This design comes from an exercise in tuning for small area, a short achievable clock period and few clock cycles on the open sky130 flow, not from production work. Only simulation tests tie the RTL to the original design; equivalence was not proved. Power is estimated from default activity; no workload was simulated.

// cpu
module cpu(
    input  wire        clk_in,
    input  wire        rst_in,
    input  wire        rdy_in,
    input  wire [ 7:0] mem_din,
    output wire [ 7:0] mem_dout,
    output wire [31:0] mem_a,
    output wire        mem_wr,
    input  wire        io_buffer_full,
    output wire [31:0] dbgreg_dout
);
==> flow/config.mk <==
export PLATFORM = sky130hd
export DESIGN_NAME = cpu
export DESIGN_NICKNAME = cpu
export VERILOG_FILES = /design/flow/design.v
export SDC_FILE = /design/flow/constraint.sdc
export NUM_CORES = 8
export LEC_CHECK = 0
export CAP_MARGIN = 20
export CORE_MARGIN = 2
export CORE_UTILIZATION = 40
export SLEW_MARGIN = 20
==> flow/constraint.sdc <==
create_clock -name core_clock -period 12.0 [get_ports {clk_in}]
set_input_delay 2.4000 -clock core_clock [delete_from_list [all_inputs] [get_ports {clk_in}]]
set_output_delay 2.4000 -clock core_clock [all_outputs]
set_load 0.01 [all_outputs]
standard.sh (not shown) runs the stock make flow with config.mk's settings and CLKGATE_MAP_FILE= SYNTH_SCRIPT=/design/flow/synth_recipe.tcl, a recipe that flattens the netlist after the stock synthesis.
==> flow/flow/run.sh <==
#!/bin/bash
# Standard ORFS layout (the standard.sh, unchanged synthesis), with choices
# of our own for how the layout is made:
#  - ports are buffered with buf_4 instead of the default delay buffer;
#  - repair_timing aims for 8.3 ns of setup slack at the design's clock, so that
#    the resizer keeps improving paths well beyond the required period;
#  - clock tree: larger sink clusters, clkbuf_16 only;
#  - ABC maps for area (the resizer then fixes the timing).
set -euo pipefail
export SETUP_SLACK_MARGIN=8.3
export ABC_AREA=1
export BUFFER_PORTS_ARGS="-buffer_cell sky130_fd_sc_hd__buf_4"
export CTS_CLUSTER_SIZE=30
export CTS_CLUSTER_DIAMETER=80
export CTS_BUF_LIST=sky130_fd_sc_hd__clkbuf_16
bash standard.sh > run_standard.log 2>&1
The first run ran to the end with no violations.
Testbench counts at the start, summed over its fixed seeds: cycles 208,292.
Change:
--- a/flow/design.v
+++ b/flow/design.v
@@ -135,24 +135,22 @@
 wire fSR1   = fSR & fOPI & (FB[24:23] == 2'b00);    
 wire fMulti = fLD | fSLT | (fSR & ~fSR1) | fShOP;
 wire frdnz  = (FB[11:7] != 5'd0);
 function [7:0] immbyte;
     input [31:0] ins;
     input [1:0]  p;
     reg   [4:0]  o;
     reg   [31:0] im;
     begin
         o = ins[6:2];
         if (o == 5'b01101 || o == 5'b00101) im = {ins[31:12], 12'h0};
-        else if (o == 5'b11011)             im = {{12{ins[31]}}, ins[19:12], ins[20], ins[30:21], 1'b0};
-        else if (o == 5'b11000)             im = {{20{ins[31]}}, ins[7], ins[30:25], ins[11:8], 1'b0};
         else if (o == 5'b01000)             im = {{20{ins[31]}}, ins[31:25], ins[11:7]};
         else                                im = {{20{ins[31]}}, ins[31:20]};
         case (p)
             2'd0: immbyte = im[7:0];
             2'd1: immbyte = im[15:8];
             2'd2: immbyte = im[23:16];
             default: immbyte = im[31:24];
         endcase
     end
 endfunction
 wire [7:0] Ae = dAUIPC ? PCB : (dLUI ? 8'h00 : A);
@@ -196,42 +194,38 @@
     else if (XF & dSLT)       Y = {7'h00, sflag & p0};
     else if (dSHF)            Y = shout;
     else if (dJAL | dJALR)    Y = lk[7:0];
     else if (dXOR)            Y = A ^ Be;
     else if (dOR)             Y = A | Be;
     else if (dAND)            Y = A & Be;
     else                      Y = sum[7:0];
 end
 wire writer = (x0 & dWr1) | (x1 & dWr2);
 wire [1:0]  a1716 = rA[1:0] + {IR[31], IR[31]} + {1'b0, sum[8]};
 wire [17:0] daddr = {a1716, sum[7:0], D1};
-reg        pcy;
-wire [8:0] padd = {1'b0, PCB} + {1'b0, IMB} + {8'h00, ~p0 & pcy};
-always @(posedge clk) pcy <= padd[8];
-wire [1:0]  t1716 = XPC[15:14] + (dJAL ? IR[17:16] : {IR[31], IR[31]}) + {1'b0, padd[8]};
-wire [15:0] tgt16 = {t1716, padd[7:0], D1[7:2]};
-wire [29:0] TAR = {padd[7:0], D1, D2, D3[7:2]};
+wire [29:0] immJ = {{12{IR[31]}}, IR[19:12], IR[20], IR[30:22]};        
+wire [29:0] immB = {{20{IR[31]}}, IR[7], IR[30:25], IR[11:9]};          
+wire [29:0] TAR = XPC + (dJAL ? immJ : immB);    
 wire [29:0] XPC1 = XPC + 30'd1;
 wire [29:0] jtgt = {sum[7:0], D1, D2, D3[7:2]};
 wire mstart = x0 & (dLD | dST) & p1;
 wire mcont  = (mcnt != 2'd0);
 wire mbusy  = mstart | mcont | red_jalr;           
-wire tmatchc = (BTGT == tgt16);
 reg  tmatch;              
-always @(posedge clk) if (p1) tmatch <= tmatchc;
-wire red_jal  = x0 & dJAL & p1 & ~(irp & tmatchc);
+always @(posedge clk) if (p0) tmatch <= (BTGT == TAR[15:0]);
+wire red_jal  = x0 & dJAL & p1 & ~(irp & tmatch);
 wire red_jalr = x0 & dJALR & p1;                   
 wire red_b    = rbt;                               
 wire redir    = red_jal | red_b;
 wire flush    = red_jal | red_jalr | rbt;
-wire [15:0] fa_red = red_jal ? tgt16 : XPC[15:0];
+wire [15:0] fa_red = red_jal ? TAR[15:0] : XPC[15:0];
 wire arr     = fa_ok & ~flush;                     
 wire fbh_end = fbh | (arr & (fa_b == 2'd3));       
 wire xfer    = p3 & fbh & ~irbusy;                 
 wire [15:0] fa_e  = redir ? fa_red : FA;
 wire [2:0]  fbi_e = redir ? 3'd0 : fbi;
 wire        want  = (fbi_e != 3'd4) | (p1 & ~irbusy);
 wire        fiss  = want & ~mbusy;
 wire [1:0]  fidx  = (fbi_e == 3'd4) ? 2'd0 : fbi_e[1:0];
 always @(posedge clk) begin
     if (rst) begin
         fbh   <= 1'b0;
@@ -266,23 +260,23 @@
             fbi <= (xfer & (fbi_e == 3'd4) & ~redir) ? 3'd0 : fbi_e;
         end
         if (flush) fbh <= 1'b0;
         else if (xfer) fbh <= 1'b0;
         else fbh <= fbh_end;
     end
 end
 always @(posedge clk) if (arr) FB[fa_b*8 +: 8] <= mem_din;
 wire brt    = x0 & dBR & taken;
 wire pok    = irp & tmatch & (dJAL | (dBR & taken));       
 wire squash = x0 & (irp ? ~pok : ((dBR & taken) | dJAL | dJALR));
-wire skip1  = dBR & taken & ~irp & ~fbp & fbh & (IR[31:25] == 7'd0) & (IR[11:7] == 5'b01000);
+wire skip1  = dBR & taken & ~irp & ~fbp & fbh & (immB == 30'd2);
 wire btb_ins   = x0 & p3 & (dJAL | (dBR & taken & dBack)) & ~pok & ~fbp;
 wire [29:0] xpc_n = (dJAL | (dBR & taken)) ? TAR : (dJALR ? jtgt : XPC1);
 always @(posedge clk) begin
     if (rst) begin
         XV  <= 1'b0;
         XF  <= 1'b0;
         XPC <= 30'h0;
         rbt <= 1'b0;
         BV  <= 1'b0;
     end else begin
         rbt <= p3 & x0 & (irp ? (~pok & ~dJAL & ~dJALR) : (dBR & taken & ~skip1));
@@ -364,23 +358,22 @@
 always @(posedge clk) begin
     A   <= rA;
     B   <= rB;
     IMB <= rsel_fb ? immbyte(FB, 2'd0) : immbyte(IR, ph + 2'd1);
     PCB <= p3 ? {(x0 ? (irp ? TAR[5:0] : XPC1[5:0]) : XPC[5:0]), 2'b00} :
            p0 ? XPC[13:6] : p1 ? XPC[21:14] : XPC[29:22];
     SD  <= B;
     D2  <= D1;
     D3  <= D2;
     if (ldin)       D1 <= mem_din;
     else if (dSHF)  D1 <= A;
-    else if (dBR | dJAL) D1 <= padd[7:0];
     else            D1 <= sum[7:0];
     cy  <= sum[8];
     lcy <= lk[8];
     eqa <= eqn;
     if (x0 & p3) begin
         sflag <= dSLT & (f3[0] ? ltu : lts);
         sgn   <= A[7];
     end
     if (x1 & (ph == {1'b0, lw[0]})) lsgn <= D1[7];
     Wd  <= Y;
     Wrd <= rdi;
After rerunning: The changed run completed with no timing, DRC or antenna violations; utilization goes down by 0.85 points; setup slack is better by 0.75 ns; global-route usage decreases by 0.18 points; routed wire length is higher by 1.3%; final area came out higher by 1.1%; maximum frequency rises by 20%; power fell by 1.7%.
Testbench counts after the change, summed over its fixed seeds: cycles 208,292.

* * *

== green ==
cpu, a different RTL version from the one above (not shown whole).
Size in the first run: roughly 4200 cells after synthesis, ~1300 flip-flops, roughly 46000 sq um of cells after synthesis.
Settings: LEC_CHECK=0, CAP_MARGIN=20, CORE_MARGIN=2, CORE_UTILIZATION=40, SLEW_MARGIN=20; clock period 12.0 ns.
==> flow/flow/run.sh <==
#!/bin/bash
# Standard ORFS layout (the standard.sh, unchanged synthesis), with choices
# of our own for how the layout is made:
#  - ports are buffered with buf_4 instead of the default delay buffer;
#  - repair_timing aims for 8.3 ns of setup slack at the design's clock, so that
#    the resizer keeps improving paths well beyond the required period;
#  - clock tree: larger sink clusters, clkbuf_16 only.
set -euo pipefail
export SETUP_SLACK_MARGIN=8.3
export BUFFER_PORTS_ARGS="-buffer_cell sky130_fd_sc_hd__buf_4"
export CTS_CLUSTER_SIZE=30
export CTS_CLUSTER_DIAMETER=80
export CTS_BUF_LIST=sky130_fd_sc_hd__clkbuf_16
bash standard.sh > run_standard.log 2>&1
green finished every stage and its layout cleared the timing, design-rule and antenna checks.
Testbench counts of green, summed over its fixed seeds: cycles 213,280.
Modified inputs, purple compared to green
-- flow/design.v --
<<< green, line 56
reg         XF;           
reg  [29:0] XPC;          
reg dLUI, dAUIPC, dJAL, dJALR, dBR, dLD, dST, dSLT, dSR, dSLL, dSHF;
reg dXOR, dOR, dAND, dUseImm, dSub, dMulti, dBack, dWr1, dWr2, dSRA;
reg dShOP, dBeq, dBltu, dBinv;    
>>> purple, line 56
reg         XF;           
reg  [29:0] XPC;          
reg dLUI, dAUIPC, dJAL, dJALR, dBR, dLD, dST, dSLT, dSR, dSLL, dSHF, dSR1;
reg dXOR, dOR, dAND, dUseImm, dSub, dMulti, dBack, dWr1, dWr2, dSRA;
reg dShOP, dBeq, dBltu, dBinv;    
<<< green, line 137
wire fSLL   = fALU & (ff3 == 3'b001);
wire fShOP  = fOP & (ff3[1:0] == 2'b01);          
wire fMulti = fLD | fSLT | fSR | fShOP;
wire frdnz  = (FB[11:7] != 5'd0);
function [7:0] immbyte;
>>> purple, line 137
wire fSLL   = fALU & (ff3 == 3'b001);
wire fShOP  = fOP & (ff3[1:0] == 2'b01);          
wire fSR1   = fSR & fOPI & (FB[24:23] == 2'b00);    
wire fMulti = fLD | fSLT | (fSR & ~fSR1) | fShOP;
wire frdnz  = (FB[11:7] != 5'd0);
function [7:0] immbyte;
<<< green, line 176
        2'd1: begin wlo = D2; whi = D1; end
        2'd2: begin wlo = D1; whi = A;  end
        default: begin wlo = A; whi = D3; end
    endcase
end
wire [15:0] wpair = {whi, wlo} >> rotr[2:0];
wire        fillb = dSRA & sgn;
reg  [7:0]  shout;
integer j;
>>> purple, line 177
        2'd1: begin wlo = D2; whi = D1; end
        2'd2: begin wlo = D1; whi = A;  end
        default: begin wlo = A; whi = dSR1 ? rA : D3; end
    endcase
end
wire [15:0] wpair = {whi, wlo} >> rotr[2:0];
wire        fillb = dSRA & (dSR1 ? A[7] : sgn);
reg  [7:0]  shout;
integer j;
<<< green, line 214
wire mcont  = (mcnt != 2'd0);
wire mbusy  = mstart | mcont | red_jalr;           
wire tmatch   = (BTGT == TAR[15:0]);
wire red_jal  = x0 & dJAL & p1 & ~(irp & tmatch);
wire red_jalr = x0 & dJALR & p1;                   
>>> purple, line 215
wire mcont  = (mcnt != 2'd0);
wire mbusy  = mstart | mcont | red_jalr;           
reg  tmatch;              
always @(posedge clk) if (p0) tmatch <= (BTGT == TAR[15:0]);
wire red_jal  = x0 & dJAL & p1 & ~(irp & tmatch);
wire red_jalr = x0 & dJALR & p1;                   
<<< green, line 272
        else if (usetgt & fiss) tgtu <= 1'b1;
        if (xfer | redir | red_jalr | p3 | (usetgt & fiss) | p1) tpend <= 1'b0;
        else if (ovr3) tpend <= 1'b1;
    end
end
>>> purple, line 274
        else if (usetgt & fiss) tgtu <= 1'b1;
        if (xfer | redir | red_jalr | p3 | (usetgt & fiss) | p1) tpend <= 1'b0;
    end
end
<<< green, line 326
        dSLT    <= fSLT;
        dSR     <= fSR;
        dSLL    <= fSLL;
        dSHF    <= fSR | fSLL;
>>> purple, line 327
        dSLT    <= fSLT;
        dSR     <= fSR;
        dSR1    <= fSR1;
        dSLL    <= fSLL;
        dSHF    <= fSR | fSLL;
Findings:
- In the tables for green and purple, number of synthesized flops with an enable pin reads higher with purple.
- Number of cells in the finished layout apart from fillers in purple is 1.5% above green.
- Relative to green, worst-case clock skew has decreased by 0.016 ns in purple.
- Looking at synthesized cell count across green and purple, the one that comes out lower is green.
- As of purple, first-pass GRT wire length had risen by a few percent compared to green.
- The run showing the smaller routed wire length is green.
- Fraction of met1 tracks used by global routing | purple below green
- When purple is set beside green, its buffers plus inverters on the worst setup path turns out to be 5 smaller.
Testbench counts of purple, summed over its fixed seeds: cycles 209,556.

port drivers added, routing unchanged:
How much do the figures lean on ideal ports? The routed layouts below were timed once more, with nothing changed but the port constraints. Step 1 (the two cells are an assumption about what drives the block):
set clk [get_ports {clk_in}]
set_driving_cell -lib_cell sky130_fd_sc_hd__clkbuf_16 $clk
set_driving_cell -lib_cell sky130_fd_sc_hd__buf_2 [delete_from_list [all_inputs] $clk]
Step 2, shift: input delay + t, output delay - t, t = (earliest + latest rising clock arrival at the registers) / 2. This alone moves slack from input paths to output paths. Slacks: ideal ports / drivers / drivers and shift; pairs: ideal ports / drivers.
run | shift t [ns] | setup slack, ns | worst setup path after step 2 | slew at the worst register clock pin (ns) | worst data-port slew with drivers (ns)
the first run of note 1 | 0.766 | 7.516 / 7.516 / 7.516 | register to register | 0.12 / 0.12 | 0.03
the second run of note 1 | 0.776 | 8.266 / 8.259 / 8.266 | register to register | 0.12 / 0.12 | 0.03
green | 0.772 | 6.374 / 6.374 / 6.374 | register to register | 0.12 / 0.12 | 0.03
purple | 0.791 | 8.291 / 8.241 / 8.291 | register to register | 0.12 / 0.12 | 0.03
After both steps setup and hold are still met in every run listed.
